This is an optimization exercise on Yosys and OpenROAD, whose aim is small area and a short achievable clock period, not a production implementation. Where RTL was checked, it was by simulation tests only, not by an equivalence proof against the original. Only the layout flow was run in run 2; the RTL was not checked for function there.

==> flow/design.v, too long to show whole: its modules and the start of the top module <==
// module fa: 6 lines
// module FPU: 1378 lines
module FPU(clk, A, B, opcode, O, flags);
  // ...
==> flow/flow/run.sh <==
#!/bin/bash
# Layout flow: the standard flow (standard.sh: ORFS synthesis to the
# final layout) with two changes: synthesis maps with an area-oriented ABC
# script (flow/synth.tcl), and the input and output port buffers are
# sky130_fd_sc_hd__buf_4 instead of the cell buffer_ports picks by itself.
# ORFS writes each step's log under orfs/logs; make's own output goes to
# standard.log here.
set -euo pipefail
here=$(pwd)
bash standard.sh SYNTH_SCRIPT="$here/flow/synth.tcl" BUFFER_PORTS_ARGS="-buffer_cell sky130_fd_sc_hd__buf_4" finish > standard.log 2>&1
==> flow/flow/abc_area_nodelay.script <==
strash
dch
map -a
topo
stime -c
buffer -c
upsize -c
dnsize -c
==> flow/flow/synth.tcl <==
# synth_recipe.tcl (the standard synthesis: ORFS synth.tcl without the
# fsm and share passes, then flatten and rename), with ORFS's ABC area
# script replaced by flow/abc_area_nodelay.script (area-oriented mapping
# without ORFS's delay bound).
set my_dir [file dirname [file normalize [info script]]]
set f [open $::env(SCRIPTS_DIR)/synth.tcl]; set synth_txt [read $f]; close $f
set pre "source \$::env(SCRIPTS_DIR)/synth_preamble.tcl"
set synth_txt [string map [list $pre "$pre\nset abc_args \[lreplace \$abc_args 1 1 [file join $my_dir abc_area_nodelay.script]\]"] $synth_txt]
set f [open [file join $my_dir .. synth_recipe.tcl]]; set my_txt [read $f]; close $f
set my_txt [string map [list "source \$::env(SCRIPTS_DIR)/synth.tcl" "eval \$synth_txt"] $my_txt]
eval $my_txt
==> flow/standard.sh <==
#!/bin/bash
# synth_recipe.tcl (not shown) runs the flow's synth.tcl, then flattens the netlist and writes it again
# the make line also repeats each setting of config.mk as NAME=value (left out here)
make -C /OpenROAD-flow-scripts/flow DESIGN_CONFIG=/design/flow/config.mk WORK_HOME=/design/flow/orfs CLKGATE_MAP_FILE= SYNTH_SCRIPT=/design/flow/synth_recipe.tcl "${@:-finish}"
==> flow/config.mk <==
export PLATFORM = sky130hd
export DESIGN_NAME = FPU
export DESIGN_NICKNAME = FPU
export VERILOG_FILES = /design/flow/design.v
export SDC_FILE = /design/flow/constraint.sdc
export NUM_CORES = 4
export LEC_CHECK = 0
export ABC_AREA = 1
export CAP_MARGIN = 20
export CORE_MARGIN = 2
export CORE_UTILIZATION = 50
export SETUP_SLACK_MARGIN = 3
export SLEW_MARGIN = 20
export SYNTH_HIERARCHICAL = 1
export SYNTH_MINIMUM_KEEP_SIZE = 0
==> flow/constraint.sdc <==
create_clock -name core_clock -period 21.0 [get_ports {clk}]
set_input_delay 4.2000 -clock core_clock [delete_from_list [all_inputs] [get_ports {clk}]]
set_output_delay 4.2000 -clock core_clock [all_outputs]
set_load 0.01 [all_outputs]
==> summary.txt, run 1 <==
Post-synth top flop: dfxtp_1
clk_buf instances: 3
startpoint type of the worst setup path: input pin
Max-slew headroom: 31.8%
Post-DP HPWL: 67.9 mm
min-delay src: B[31]
initial antenna violation count: 4
crit path launch: B[1]
global route hottest layer: met2
Seq area share: 0.501%
worst path bufs/invs: 8
Ant. Diodes: 3
final slew viol count: 0
Post-Synthesis Cells: 2790
grt met2 use: 63.0%
status: complete, no violations
First-pass DRT Iterations: 6
Final min period: 17.58 ns
CTS Sinks: 6
hold path depth: 3
largest net degree at the start of global routing: 50
seq_cells: 6
clock input transition at the sequential cells of the worst setup and hold paths: 0.03 ns
==> run 2: changes to the inputs <==
--- a/flow/design.v
+++ b/flow/design.v
@@ -48,68 +48,114 @@
 	wire c_G24_23 = c_g[24] | (c_p[24] & c_g[23]);
 	wire c_P24_23 = c_p[24] & c_p[23];
 	wire c_G26_25 = c_g[26] | (c_p[26] & c_g[25]);
 	wire c_P26_25 = c_p[26] & c_p[25];
 	wire c_G28_27 = c_g[28] | (c_p[28] & c_g[27]);
 	wire c_P28_27 = c_p[28] & c_p[27];
 	wire c_G30_29 = c_g[30] | (c_p[30] & c_g[29]);
 	wire c_P30_29 = c_p[30] & c_p[29];
+	wire c_G1_m1 = c_g[1] | (c_p[1] & c_G0_m1);
 	wire c_G2_m1 = c_G2_1 | (c_P2_1 & c_G0_m1);
+	wire c_G5_3 = c_g[5] | (c_p[5] & c_G4_3);
+	wire c_P5_3 = c_p[5] & c_P4_3;
 	wire c_G6_3 = c_G6_5 | (c_P6_5 & c_G4_3);
 	wire c_P6_3 = c_P6_5 & c_P4_3;
+	wire c_G9_7 = c_g[9] | (c_p[9] & c_G8_7);
+	wire c_P9_7 = c_p[9] & c_P8_7;
 	wire c_G10_7 = c_G10_9 | (c_P10_9 & c_G8_7);
 	wire c_P10_7 = c_P10_9 & c_P8_7;
+	wire c_G13_11 = c_g[13] | (c_p[13] & c_G12_11);
+	wire c_P13_11 = c_p[13] & c_P12_11;
 	wire c_G14_11 = c_G14_13 | (c_P14_13 & c_G12_11);
 	wire c_P14_11 = c_P14_13 & c_P12_11;
+	wire c_G17_15 = c_g[17] | (c_p[17] & c_G16_15);
+	wire c_P17_15 = c_p[17] & c_P16_15;
 	wire c_G18_15 = c_G18_17 | (c_P18_17 & c_G16_15);
 	wire c_P18_15 = c_P18_17 & c_P16_15;
+	wire c_G21_19 = c_g[21] | (c_p[21] & c_G20_19);
+	wire c_P21_19 = c_p[21] & c_P20_19;
 	wire c_G22_19 = c_G22_21 | (c_P22_21 & c_G20_19);
 	wire c_P22_19 = c_P22_21 & c_P20_19;
+	wire c_G25_23 = c_g[25] | (c_p[25] & c_G24_23);
+	wire c_P25_23 = c_p[25] & c_P24_23;
 	wire c_G26_23 = c_G26_25 | (c_P26_25 & c_G24_23);
 	wire c_P26_23 = c_P26_25 & c_P24_23;
+	wire c_G29_27 = c_g[29] | (c_p[29] & c_G28_27);
+	wire c_P29_27 = c_p[29] & c_P28_27;
 	wire c_G30_27 = c_G30_29 | (c_P30_29 & c_G28_27);
 	wire c_P30_27 = c_P30_29 & c_P28_27;
+	wire c_G3_m1 = c_g[3] | (c_p[3] & c_G2_m1);
+	wire c_G4_m1 = c_G4_3 | (c_P4_3 & c_G2_m1);
+	wire c_G5_m1 = c_G5_3 | (c_P5_3 & c_G2_m1);
 	wire c_G6_m1 = c_G6_3 | (c_P6_3 & c_G2_m1);
+	wire c_G11_7 = c_g[11] | (c_p[11] & c_G10_7);
+	wire c_P11_7 = c_p[11] & c_P10_7;
+	wire c_G12_7 = c_G12_11 | (c_P12_11 & c_G10_7);
+	wire c_P12_7 = c_P12_11 & c_P10_7;
+	wire c_G13_7 = c_G13_11 | (c_P13_11 & c_G10_7);
+	wire c_P13_7 = c_P13_11 & c_P10_7;
 	wire c_G14_7 = c_G14_11 | (c_P14_11 & c_G10_7);
 	wire c_P14_7 = c_P14_11 & c_P10_7;
+	wire c_G19_15 = c_g[19] | (c_p[19] & c_G18_15);
+	wire c_P19_15 = c_p[19] & c_P18_15;
+	wire c_G20_15 = c_G20_19 | (c_P20_19 & c_G18_15);
+	wire c_P20_15 = c_P20_19 & c_P18_15;
+	wire c_G21_15 = c_G21_19 | (c_P21_19 & c_G18_15);
+	wire c_P21_15 = c_P21_19 & c_P18_15;
 	wire c_G22_15 = c_G22_19 | (c_P22_19 & c_G18_15);
 	wire c_P22_15 = c_P22_19 & c_P18_15;
+	wire c_G27_23 = c_g[27] | (c_p[27] & c_G26_23);
+	wire c_P27_23 = c_p[27] & c_P26_23;
+	wire c_G28_23 = c_G28_27 | (c_P28_27 & c_G26_23);
+	wire c_P28_23 = c_P28_27 & c_P26_23;
+	wire c_G29_23 = c_G29_27 | (c_P29_27 & c_G26_23);
+	wire c_P29_23 = c_P29_27 & c_P26_23;
 	wire c_G30_23 = c_G30_27 | (c_P30_27 & c_G26_23);
 	wire c_P30_23 = c_P30_27 & c_P26_23;
+	wire c_G7_m1 = c_g[7] | (c_p[7] & c_G6_m1);
+	wire c_G8_m1 = c_G8_7 | (c_P8_7 & c_G6_m1);
+	wire c_G9_m1 = c_G9_7 | (c_P9_7 & c_G6_m1);
+	wire c_G10_m1 = c_G10_7 | (c_P10_7 & c_G6_m1);
+	wire c_G11_m1 = c_G11_7 | (c_P11_7 & c_G6_m1);
+	wire c_G12_m1 = c_G12_7 | (c_P12_7 & c_G6_m1);
+	wire c_G13_m1 = c_G13_7 | (c_P13_7 & c_G6_m1);
 	wire c_G14_m1 = c_G14_7 | (c_P14_7 & c_G6_m1);
+	wire c_G23_15 = c_g[23] | (c_p[23] & c_G22_15);
+	wire c_P23_15 = c_p[23] & c_P22_15;
+	wire c_G24_15 = c_G24_23 | (c_P24_23 & c_G22_15);
+	wire c_P24_15 = c_P24_23 & c_P22_15;
+	wire c_G25_15 = c_G25_23 | (c_P25_23 & c_G22_15);
+	wire c_P25_15 = c_P25_23 & c_P22_15;
+	wire c_G26_15 = c_G26_23 | (c_P26_23 & c_G22_15);
+	wire c_P26_15 = c_P26_23 & c_P22_15;
+	wire c_G27_15 = c_G27_23 | (c_P27_23 & c_G22_15);
+	wire c_P27_15 = c_P27_23 & c_P22_15;
+	wire c_G28_15 = c_G28_23 | (c_P28_23 & c_G22_15);
+	wire c_P28_15 = c_P28_23 & c_P22_15;
+	wire c_G29_15 = c_G29_23 | (c_P29_23 & c_G22_15);
+	wire c_P29_15 = c_P29_23 & c_P22_15;
 	wire c_G30_15 = c_G30_23 | (c_P30_23 & c_G22_15);
 	wire c_P30_15 = c_P30_23 & c_P22_15;
-	wire c_G30_m1 = c_G30_15 | (c_P30_15 & c_G14_m1);
-	wire c_G22_m1 = c_G22_15 | (c_P22_15 & c_G14_m1);
-	wire c_G10_m1 = c_G10_7 | (c_P10_7 & c_G6_m1);
-	wire c_G18_m1 = c_G18_15 | (c_P18_15 & c_G14_m1);
-	wire c_G26_m1 = c_G26_23 | (c_P26_23 & c_G22_m1);
-	wire c_G4_m1 = c_G4_3 | (c_P4_3 & c_G2_m1);
-	wire c_G8_m1 = c_G8_7 | (c_P8_7 & c_G6_m1);
-	wire c_G12_m1 = c_G12_11 | (c_P12_11 & c_G10_m1);
-	wire c_G16_m1 = c_G16_15 | (c_P16_15 & c_G14_m1);
-	wire c_G20_m1 = c_G20_19 | (c_P20_19 & c_G18_m1);
-	wire c_G24_m1 = c_G24_23 | (c_P24_23 & c_G22_m1);
-	wire c_G28_m1 = c_G28_27 | (c_P28_27 & c_G26_m1);
-	wire c_G1_m1 = c_g[1] | (c_p[1] & c_G0_m1);
-	wire c_G3_m1 = c_g[3] | (c_p[3] & c_G2_m1);
-	wire c_G5_m1 = c_g[5] | (c_p[5] & c_G4_m1);
-	wire c_G7_m1 = c_g[7] | (c_p[7] & c_G6_m1);
-	wire c_G9_m1 = c_g[9] | (c_p[9] & c_G8_m1);
-	wire c_G11_m1 = c_g[11] | (c_p[11] & c_G10_m1);
-	wire c_G13_m1 = c_g[13] | (c_p[13] & c_G12_m1);
 	wire c_G15_m1 = c_g[15] | (c_p[15] & c_G14_m1);
-	wire c_G17_m1 = c_g[17] | (c_p[17] & c_G16_m1);
-	wire c_G19_m1 = c_g[19] | (c_p[19] & c_G18_m1);
-	wire c_G21_m1 = c_g[21] | (c_p[21] & c_G20_m1);
-	wire c_G23_m1 = c_g[23] | (c_p[23] & c_G22_m1);
-	wire c_G25_m1 = c_g[25] | (c_p[25] & c_G24_m1);
-	wire c_G27_m1 = c_g[27] | (c_p[27] & c_G26_m1);
-	wire c_G29_m1 = c_g[29] | (c_p[29] & c_G28_m1);
+	wire c_G16_m1 = c_G16_15 | (c_P16_15 & c_G14_m1);
+	wire c_G17_m1 = c_G17_15 | (c_P17_15 & c_G14_m1);
+	wire c_G18_m1 = c_G18_15 | (c_P18_15 & c_G14_m1);
+	wire c_G19_m1 = c_G19_15 | (c_P19_15 & c_G14_m1);
+	wire c_G20_m1 = c_G20_15 | (c_P20_15 & c_G14_m1);
+	wire c_G21_m1 = c_G21_15 | (c_P21_15 & c_G14_m1);
+	wire c_G22_m1 = c_G22_15 | (c_P22_15 & c_G14_m1);
+	wire c_G23_m1 = c_G23_15 | (c_P23_15 & c_G14_m1);
+	wire c_G24_m1 = c_G24_15 | (c_P24_15 & c_G14_m1);
+	wire c_G25_m1 = c_G25_15 | (c_P25_15 & c_G14_m1);
+	wire c_G26_m1 = c_G26_15 | (c_P26_15 & c_G14_m1);
+	wire c_G27_m1 = c_G27_15 | (c_P27_15 & c_G14_m1);
+	wire c_G28_m1 = c_G28_15 | (c_P28_15 & c_G14_m1);
+	wire c_G29_m1 = c_G29_15 | (c_P29_15 & c_G14_m1);
+	wire c_G30_m1 = c_G30_15 | (c_P30_15 & c_G14_m1);
 	wire c_co = c_G30_m1;
 	wire swap = c_co;
 	wire [7:0]  eb_n = ~eb;
 	wire [7:0]  ea_n = ~ea;
 	wire [7:0] dab_g = ea & eb_n;
 	wire [7:0] dab_p = ea ^ eb_n;
 	wire dab_G0_m1 = dab_g[0] | (dab_p[0] & 1'b1);
 	wire dab_G2_1 = dab_g[2] | (dab_p[2] & dab_g[1]);
@@ -202,54 +248,80 @@
 	wire s_G18_17 = s_g[18] | (s_p[18] & s_g[17]);
 	wire s_P18_17 = s_p[18] & s_p[17];
 	wire s_G20_19 = s_g[20] | (s_p[20] & s_g[19]);
 	wire s_P20_19 = s_p[20] & s_p[19];
 	wire s_G22_21 = s_g[22] | (s_p[22] & s_g[21]);
 	wire s_P22_21 = s_p[22] & s_p[21];
 	wire s_G24_23 = s_g[24] | (s_p[24] & s_g[23]);
 	wire s_P24_23 = s_p[24] & s_p[23];
+	wire s_G1_m1 = s_g[1] | (s_p[1] & s_G0_m1);
 	wire s_G2_m1 = s_G2_1 | (s_P2_1 & s_G0_m1);
+	wire s_G5_3 = s_g[5] | (s_p[5] & s_G4_3);
+	wire s_P5_3 = s_p[5] & s_P4_3;
 	wire s_G6_3 = s_G6_5 | (s_P6_5 & s_G4_3);
 	wire s_P6_3 = s_P6_5 & s_P4_3;
+	wire s_G9_7 = s_g[9] | (s_p[9] & s_G8_7);
+	wire s_P9_7 = s_p[9] & s_P8_7;
 	wire s_G10_7 = s_G10_9 | (s_P10_9 & s_G8_7);
 	wire s_P10_7 = s_P10_9 & s_P8_7;
+	wire s_G13_11 = s_g[13] | (s_p[13] & s_G12_11);
+	wire s_P13_11 = s_p[13] & s_P12_11;
 	wire s_G14_11 = s_G14_13 | (s_P14_13 & s_G12_11);
 	wire s_P14_11 = s_P14_13 & s_P12_11;
+	wire s_G17_15 = s_g[17] | (s_p[17] & s_G16_15);
+	wire s_P17_15 = s_p[17] & s_P16_15;
 	wire s_G18_15 = s_G18_17 | (s_P18_17 & s_G16_15);
 	wire s_P18_15 = s_P18_17 & s_P16_15;
+	wire s_G21_19 = s_g[21] | (s_p[21] & s_G20_19);
+	wire s_P21_19 = s_p[21] & s_P20_19;
 	wire s_G22_19 = s_G22_21 | (s_P22_21 & s_G20_19);
 	wire s_P22_19 = s_P22_21 & s_P20_19;
+	wire s_G3_m1 = s_g[3] | (s_p[3] & s_G2_m1);
+	wire s_G4_m1 = s_G4_3 | (s_P4_3 & s_G2_m1);
+	wire s_G5_m1 = s_G5_3 | (s_P5_3 & s_G2_m1);
 	wire s_G6_m1 = s_G6_3 | (s_P6_3 & s_G2_m1);
+	wire s_G11_7 = s_g[11] | (s_p[11] & s_G10_7);
+	wire s_P11_7 = s_p[11] & s_P10_7;
+	wire s_G12_7 = s_G12_11 | (s_P12_11 & s_G10_7);
+	wire s_P12_7 = s_P12_11 & s_P10_7;
+	wire s_G13_7 = s_G13_11 | (s_P13_11 & s_G10_7);
+	wire s_P13_7 = s_P13_11 & s_P10_7;
 	wire s_G14_7 = s_G14_11 | (s_P14_11 & s_G10_7);
 	wire s_P14_7 = s_P14_11 & s_P10_7;
+	wire s_G19_15 = s_g[19] | (s_p[19] & s_G18_15);
+	wire s_P19_15 = s_p[19] & s_P18_15;
+	wire s_G20_15 = s_G20_19 | (s_P20_19 & s_G18_15);
+	wire s_P20_15 = s_P20_19 & s_P18_15;
+	wire s_G21_15 = s_G21_19 | (s_P21_19 & s_G18_15);
+	wire s_P21_15 = s_P21_19 & s_P18_15;
 	wire s_G22_15 = s_G22_19 | (s_P22_19 & s_G18_15);
 	wire s_P22_15 = s_P22_19 & s_P18_15;
-	wire s_G14_m1 = s_G14_7 | (s_P14_7 & s_G6_m1);
-	wire s_G22_m1 = s_G22_15 | (s_P22_15 & s_G14_m1);
-	wire s_G10_m1 = s_G10_7 | (s_P10_7 & s_G6_m1);
-	wire s_G18_m1 = s_G18_15 | (s_P18_15 & s_G14_m1);
-	wire s_G4_m1 = s_G4_3 | (s_P4_3 & s_G2_m1);
-	wire s_G8_m1 = s_G8_7 | (s_P8_7 & s_G6_m1);
-	wire s_G12_m1 = s_G12_11 | (s_P12_11 & s_G10_m1);
-	wire s_G16_m1 = s_G16_15 | (s_P16_15 & s_G14_m1);
-	wire s_G20_m1 = s_G20_19 | (s_P20_19 & s_G18_m1);
-	wire s_G24_m1 = s_G24_23 | (s_P24_23 & s_G22_m1);
-	wire s_G1_m1 = s_g[1] | (s_p[1] & s_G0_m1);
-	wire s_G3_m1 = s_g[3] | (s_p[3] & s_G2_m1);
-	wire s_G5_m1 = s_g[5] | (s_p[5] & s_G4_m1);
 	wire s_G7_m1 = s_g[7] | (s_p[7] & s_G6_m1);
-	wire s_G9_m1 = s_g[9] | (s_p[9] & s_G8_m1);
-	wire s_G11_m1 = s_g[11] | (s_p[11] & s_G10_m1);
-	wire s_G13_m1 = s_g[13] | (s_p[13] & s_G12_m1);
+	wire s_G8_m1 = s_G8_7 | (s_P8_7 & s_G6_m1);
+	wire s_G9_m1 = s_G9_7 | (s_P9_7 & s_G6_m1);
+	wire s_G10_m1 = s_G10_7 | (s_P10_7 & s_G6_m1);
+	wire s_G11_m1 = s_G11_7 | (s_P11_7 & s_G6_m1);
+	wire s_G12_m1 = s_G12_7 | (s_P12_7 & s_G6_m1);
+	wire s_G13_m1 = s_G13_7 | (s_P13_7 & s_G6_m1);
+	wire s_G14_m1 = s_G14_7 | (s_P14_7 & s_G6_m1);
+	wire s_G23_15 = s_g[23] | (s_p[23] & s_G22_15);
+	wire s_P23_15 = s_p[23] & s_P22_15;
+	wire s_G24_15 = s_G24_23 | (s_P24_23 & s_G22_15);
+	wire s_P24_15 = s_P24_23 & s_P22_15;
 	wire s_G15_m1 = s_g[15] | (s_p[15] & s_G14_m1);
-	wire s_G17_m1 = s_g[17] | (s_p[17] & s_G16_m1);
-	wire s_G19_m1 = s_g[19] | (s_p[19] & s_G18_m1);
-	wire s_G21_m1 = s_g[21] | (s_p[21] & s_G20_m1);
-	wire s_G23_m1 = s_g[23] | (s_p[23] & s_G22_m1);
+	wire s_G16_m1 = s_G16_15 | (s_P16_15 & s_G14_m1);
+	wire s_G17_m1 = s_G17_15 | (s_P17_15 & s_G14_m1);
+	wire s_G18_m1 = s_G18_15 | (s_P18_15 & s_G14_m1);
+	wire s_G19_m1 = s_G19_15 | (s_P19_15 & s_G14_m1);
+	wire s_G20_m1 = s_G20_15 | (s_P20_15 & s_G14_m1);
+	wire s_G21_m1 = s_G21_15 | (s_P21_15 & s_G14_m1);
+	wire s_G22_m1 = s_G22_15 | (s_P22_15 & s_G14_m1);
+	wire s_G23_m1 = s_G23_15 | (s_P23_15 & s_G14_m1);
+	wire s_G24_m1 = s_G24_15 | (s_P24_15 & s_G14_m1);
 	wire [24:0] s_s;
 	assign s_s[0] = s_p[0] ^ eff_sub;
 	assign s_s[1] = s_p[1] ^ s_G0_m1;
 	assign s_s[2] = s_p[2] ^ s_G1_m1;
 	assign s_s[3] = s_p[3] ^ s_G2_m1;
 	assign s_s[4] = s_p[4] ^ s_G3_m1;
 	assign s_s[5] = s_p[5] ^ s_G4_m1;
 	assign s_s[6] = s_p[6] ^ s_G5_m1;
@@ -1320,42 +1392,41 @@
 	assign p[40] = m_fhp[22] ^ m_fhG21_m1;
 	assign p[41] = m_fhp[23] ^ m_fhG22_m1;
 	assign p[42] = m_fhp[24] ^ m_fhG23_m1;
 	assign p[43] = m_fhp[25] ^ m_fhG24_m1;
 	assign p[44] = m_fhp[26] ^ m_fhG25_m1;
 	assign p[45] = m_fhp[27] ^ m_fhG26_m1;
 	assign p[46] = m_fhp[28] ^ m_fhG27_m1;
 	assign p[47] = m_fhp[29] ^ m_fhG28_m1;
-	wire mok = ~p[47] & ~p[46] & (e0 != 8'd0);
-	wire hr = p[47];
-	wire h1 = mok & p[45];
-	wire h2 = mok & ~p[45] & p[44];
-	wire h3 = mok & ~p[45] & ~p[44] & p[43];
-	wire h4 = mok & ~p[45] & ~p[44] & ~p[43] & p[42];
-	wire h5 = mok & ~p[45] & ~p[44] & ~p[43] & ~p[42] & p[41];
-	wire h0 = ~(hr | h1 | h2 | h3 | h4 | h5);
-	wire [22:0] mul_m = ({23{hr}} & p[46:24]) | ({23{h0}} & p[45:23]) |
-	                    ({23{h1}} & p[44:22]) | ({23{h2}} & p[43:21]) |
-	                    ({23{h3}} & p[42:20]) | ({23{h4}} & p[41:19]) |
-	                    ({23{h5}} & p[40:18]);
+	wire mok = ~p[46] & (e0 != 8'd0);
+	wire g1 = mok & p[45];
+	wire g2 = mok & ~p[45] & p[44];
+	wire g3 = mok & ~p[45] & ~p[44] & p[43];
+	wire g4 = mok & ~p[45] & ~p[44] & ~p[43] & p[42];
+	wire g5 = mok & ~p[45] & ~p[44] & ~p[43] & ~p[42] & p[41];
+	wire g0 = ~(g1 | g2 | g3 | g4 | g5);
+	wire [22:0] mm = ({23{g0}} & p[45:23]) | ({23{g1}} & p[44:22]) |
+	                 ({23{g2}} & p[43:21]) | ({23{g3}} & p[42:20]) |
+	                 ({23{g4}} & p[41:19]) | ({23{g5}} & p[40:18]);
+	wire [22:0] mul_m = p[47] ? p[46:24] : mm;
 	wire [3:0] el_r = {1'b0, e0[2:0]} + 4'd1;
 	wire [3:0] el_0 = {1'b0, e0[2:0]};
 	wire [3:0] el_1 = {1'b0, e0[2:0]} - 4'd1;
 	wire [3:0] el_2 = {1'b0, e0[2:0]} - 4'd2;
 	wire [3:0] el_3 = {1'b0, e0[2:0]} - 4'd3;
 	wire [3:0] el_4 = {1'b0, e0[2:0]} - 4'd4;
 	wire [3:0] el_5 = {1'b0, e0[2:0]} - 4'd5;
 	wire [4:0] eh_m = e0[7:3] - 5'd1;
 	wire [4:0] eh_p = e0[7:3] + 5'd1;
-	wire [3:0] el = ({4{hr}} & el_r) | ({4{h0}} & el_0) | ({4{h1}} & el_1) |
-	                ({4{h2}} & el_2) | ({4{h3}} & el_3) | ({4{h4}} & el_4) |
-	                ({4{h5}} & el_5);
-	wire [4:0] mul_eh = el[3] ? (hr ? eh_p : eh_m) : e0[7:3];
-	wire [7:0] mul_e = {mul_eh, el[2:0]};
+	wire [3:0] el = ({4{g0}} & el_0) | ({4{g1}} & el_1) | ({4{g2}} & el_2) |
+	                ({4{g3}} & el_3) | ({4{g4}} & el_4) | ({4{g5}} & el_5);
+	wire [7:0] me_r = {el_r[3] ? eh_p : e0[7:3], el_r[2:0]};
+	wire [7:0] me_n = {el[3] ? eh_m : e0[7:3], el[2:0]};
+	wire [7:0] mul_e = p[47] ? me_r : me_n;
 	wire [31:0] mul_out = {A[31] ^ B[31], mul_e, mul_m};
 	wire a_max = &A[30:23];
 	wire b_max = &B[30:23];
 	wire a_frac_zero = ~|A[22:0];
 	wire b_frac_zero = ~|B[22:0];
 	wire nop = opcode[1] & opcode[0];
 	wire zero_out = nop | (~opcode[1] & opcode[0] & (A == B));
 	wire sel_a = ~zero_out & a_max;
==> flow/flow/run.sh (replaced) <==
#!/bin/bash
# Layout flow: the standard flow (standard.sh: ORFS synthesis to the
# final layout), with the input and output port buffers taken from
# sky130_fd_sc_hd__buf_4 instead of the cell buffer_ports picks by itself.
# ORFS writes each step's log under orfs/logs; make's own output goes to
# standard.log here.
set -euo pipefail
bash standard.sh BUFFER_PORTS_ARGS="-buffer_cell sky130_fd_sc_hd__buf_4" finish > standard.log 2>&1
removed: flow/flow/abc_area_nodelay.script
removed: flow/flow/synth.tcl
==> run 2 against run 1 <==
Wire length grew 4.6%. Sequential share of layout area is essentially flat. Critical path depth shrank 5. Critical path type unchanged. Highest routed layer unchanged.
==> summary.txt, run 2 <==
residual DRC count: 0
clk buf depth: 2
CP Class: input pin to primary output
status: complete, no violations
Post-Synthesis Cells: 3130 (+12%)
initial antenna violation count: 3 (-1)
Post-synth top cells: nand2_1 (535), xor2_1 (320), o22ai_1 (312)
Ys Warns: 7
Seq cells post-synth: 6
crit end category: primary output
startpoint type of the worst setup path: input pin
grt ovf: 0
min-delay src: A[31]
First-pass DRT Iterations: 9 (+3)
num ports: 106
most used cell, CP: nand2_1
PortBufs: 105
std cell rows: 77
Synth area leaders: fa_1 (25%), xor2_1 (13%), ha_1 (9.1%)
clock input transition at the sequential cells of the worst setup and hold paths: 0.05 ns (+0.02 ns)
Synth area leader: fa_1
Root Driver: clkbuf_16
Fmax achieved: 57.3 MHz
RSZ-0062 raised after global routing: yes
Hold EP: S
crit path max fanout: 25
FFs w/ async S/R, synth: 0%
GRT Overall Usage: 39.2%
Final min period: 17.45 ns (-0.131 ns)
most frequent cells in the layout: nand2_1 (533), xor2_1 (320), o22ai_1 (312)
Post-synth top flop: dfxtp_1
count leader, synth: nand2_1
cts bufs inserted: 3
final setup vio count: 0
hold path depth: 3 (unchanged)
routed length per instance: 25.0 um
slowest CP cell: inv_1
vias in the first global route: 23749
final non-filler cell total: 3724
routed vias: 24187
setup tns final: 0 ns
# hold bufs at CTS: 0
post-synth net total: 3640
drt initial violations: 2816
placed insts: 3682
chip width: 215 um
via/cell ratio: 6.49
final slew viol count: 0 (unchanged)
slowest stage delay, CP: 0.65 ns
share of layout cells above drive strength 1: 10.8%
drt total wl: 93.1 mm
Mapped Avg Cell Area: 7.13 sq um
CTS Sinks: 6 (unchanged)
WP data arrival: 13.25 ns
TritonCTS clock tree: built
die area: 46300 sq um
Initial Utilization: 50.6%
number of synthesized flops with an enable pin: 0
worst path required time: 16.80 ns
max-cap violation count: 0
final worst-path cycle share: 83.1%
commonest non-fill, non-tap cell in the layout: nand2_1
register area share after synthesis: 0.538%
largest net degree at the start of global routing: 86 (+72%)
GPL Wtd Cong: 1.10
Max-slew headroom: 26.4% (-5.4 points)
FILL cells: 4472
Distinct cells, synth: 61
post-synth top area share: 25.2%
fin nets: 3642
CORE AREA: 44100 sq um
Syn Std Cell Area: 22300 sq um
Post-DP HPWL: 72.4 mm (+6.6%)
# H-tree levels: 1
final count of hold timing violations: 0
Slew @ Worst Pin: 1.10 ns
antenna-violating nets left: 0
worst min path class: input pin to flip-flop
Area Overhead vs Synth: 7.59%
die height: 215 um
first-pass GRT wire length: 141 mm
[run 2: area by class of cell]
class / instances / area (sq um) / share of cell area, %
inverter: 327 / 1280 / 5.33
timing repair buffer: 178 / 1420 / 5.93
tap: 592 / 741 / 3.09
clock buffer: 3 / 75.1 / 0.313
antenna: 2 / 5.00 / 0.0208
multi-input combinational: 2613 / 20300 / 84.8
timing repair inverter: 3 / 15.0 / 0.0625
sequential: 6 / 120 / 0.500
[run 2: logic make-up (layout without fill, tap and decap cells)]
| group | count (synthesis) | in the layout | synth area share [%] |
|---|---|---|---|
| AO/OA/AOI/OAI | 723 | 725 | 20.0 |
| multiplexers | 1 | 1 | 0.0449 |
| buffers and inverters | 515 | 511 | 9.41 |
| adder cells (fa/ha/maj) | 443 | 443 | 34.3 |
| XOR/XNOR | 352 | 352 | 13.8 |
| AND/OR/NAND/NOR | 1090 | 1092 | 21.9 |
| flip-flops | 6 | 6 | 0.538 |
| other | 0 | 2 | 0 |
[run 2: through the flow]
step	area, sq um	util [%]	hold WS, ns	worst slack (ns)
5_1_grt	24000	54.4	4.42	2.93
6_report	24000	54.4	4.42	3.55
4_1_cts	23500	53.4	4.40	2.96
3_5_place_dp	23400	52.9	4.60	1.98
3_3_place_gp	23400	52.9	4.60	2.15
2_1_floorplan	22300	-	4.39	4.64
[run 2: worst max-delay path by stage]
| stage | from | to | slack [ns] | depth (start not counted) |
|---|---|---|---|---|
| 2_1_floorplan | B[3] | O[5] | 4.64 | 44 |
| 3_3_place_gp | B[1] | O[22] | 2.15 | 43 |
| 3_5_place_dp | B[1] | O[22] | 1.98 | 43 |
| 4_1_cts | B[1] | O[22] | 2.96 | 45 |
| 5_1_grt | A[28] | O[26] | 2.93 | 51 |
| 6_report | B[11] | O[22] | 3.55 | 45 |
[run 2: layer usage]
layer | vias up | share of wire [%] | track usage [%]
li1 | 10728 | - | -
met1 | 11480 | 40 | 53.0
met2 | 1649 | 42 | 59.4
met3 | 330 | 12 | 8.97
met4 | 0 | 5.7 | 17.8
met5 | - | 0 | 0
[run 2: what timing repair did]
action,4_1_cts,5_1_grt
setup endpoints to repair,30,31
pin swaps,1,9
gates cloned,2,6
resized for setup,23,39
buffers inserted,1,28
endpoints found under the hold margin,0,0
[run 2: modules after synthesis (local to each module, per instance)]
module	cell area, sq um	cells	copies in the design	flops+latches
FPU	17000	2866	1	6
fa	20.0	1	264	0
[run 2: worst max-delay path: cells and delay by family]
kind / cells / cell delay (ns)
AOI/OAI and AO/OA: 10 / 1.98
adders and majority gates: 7 / 2.85
buffers and inverters: 5 / 1.30
and+or+nand+nor: 23 / 2.88

re-timing with driven ports:
Ports are ideal in the flow. The routed layouts listed here were re-timed in OpenROAD.
Step 1 (the two cells are an assumption about what drives the block):
set clk [get_ports {clk}]
set_driving_cell -lib_cell sky130_fd_sc_hd__clkbuf_16 $clk
set_driving_cell -lib_cell sky130_fd_sc_hd__buf_2 [delete_from_list [all_inputs] $clk]
Step 2 times the ports against the registers' clock, not the clock port: input delays grow and output delays shrink by t, the midpoint of the rising clock arrivals with the driver on.
a / b / c = ideal ports / drivers / drivers and shift; a / b = the first two.
run	shift t [ns]	setup WS [ns]	worst setup path after step 2	worst data-port slew with drivers (ns)
run 1	0.258	3.418 / 3.384 / 3.384	input to output	0.09
run 2	0.275	3.549 / 3.509 / 3.509	input to output	0.05
After both steps setup and hold are still met in every run listed. For run 2, which loses most, drivers alone change the setup slack by -0.040 ns; drivers and shift together by -0.040 ns.
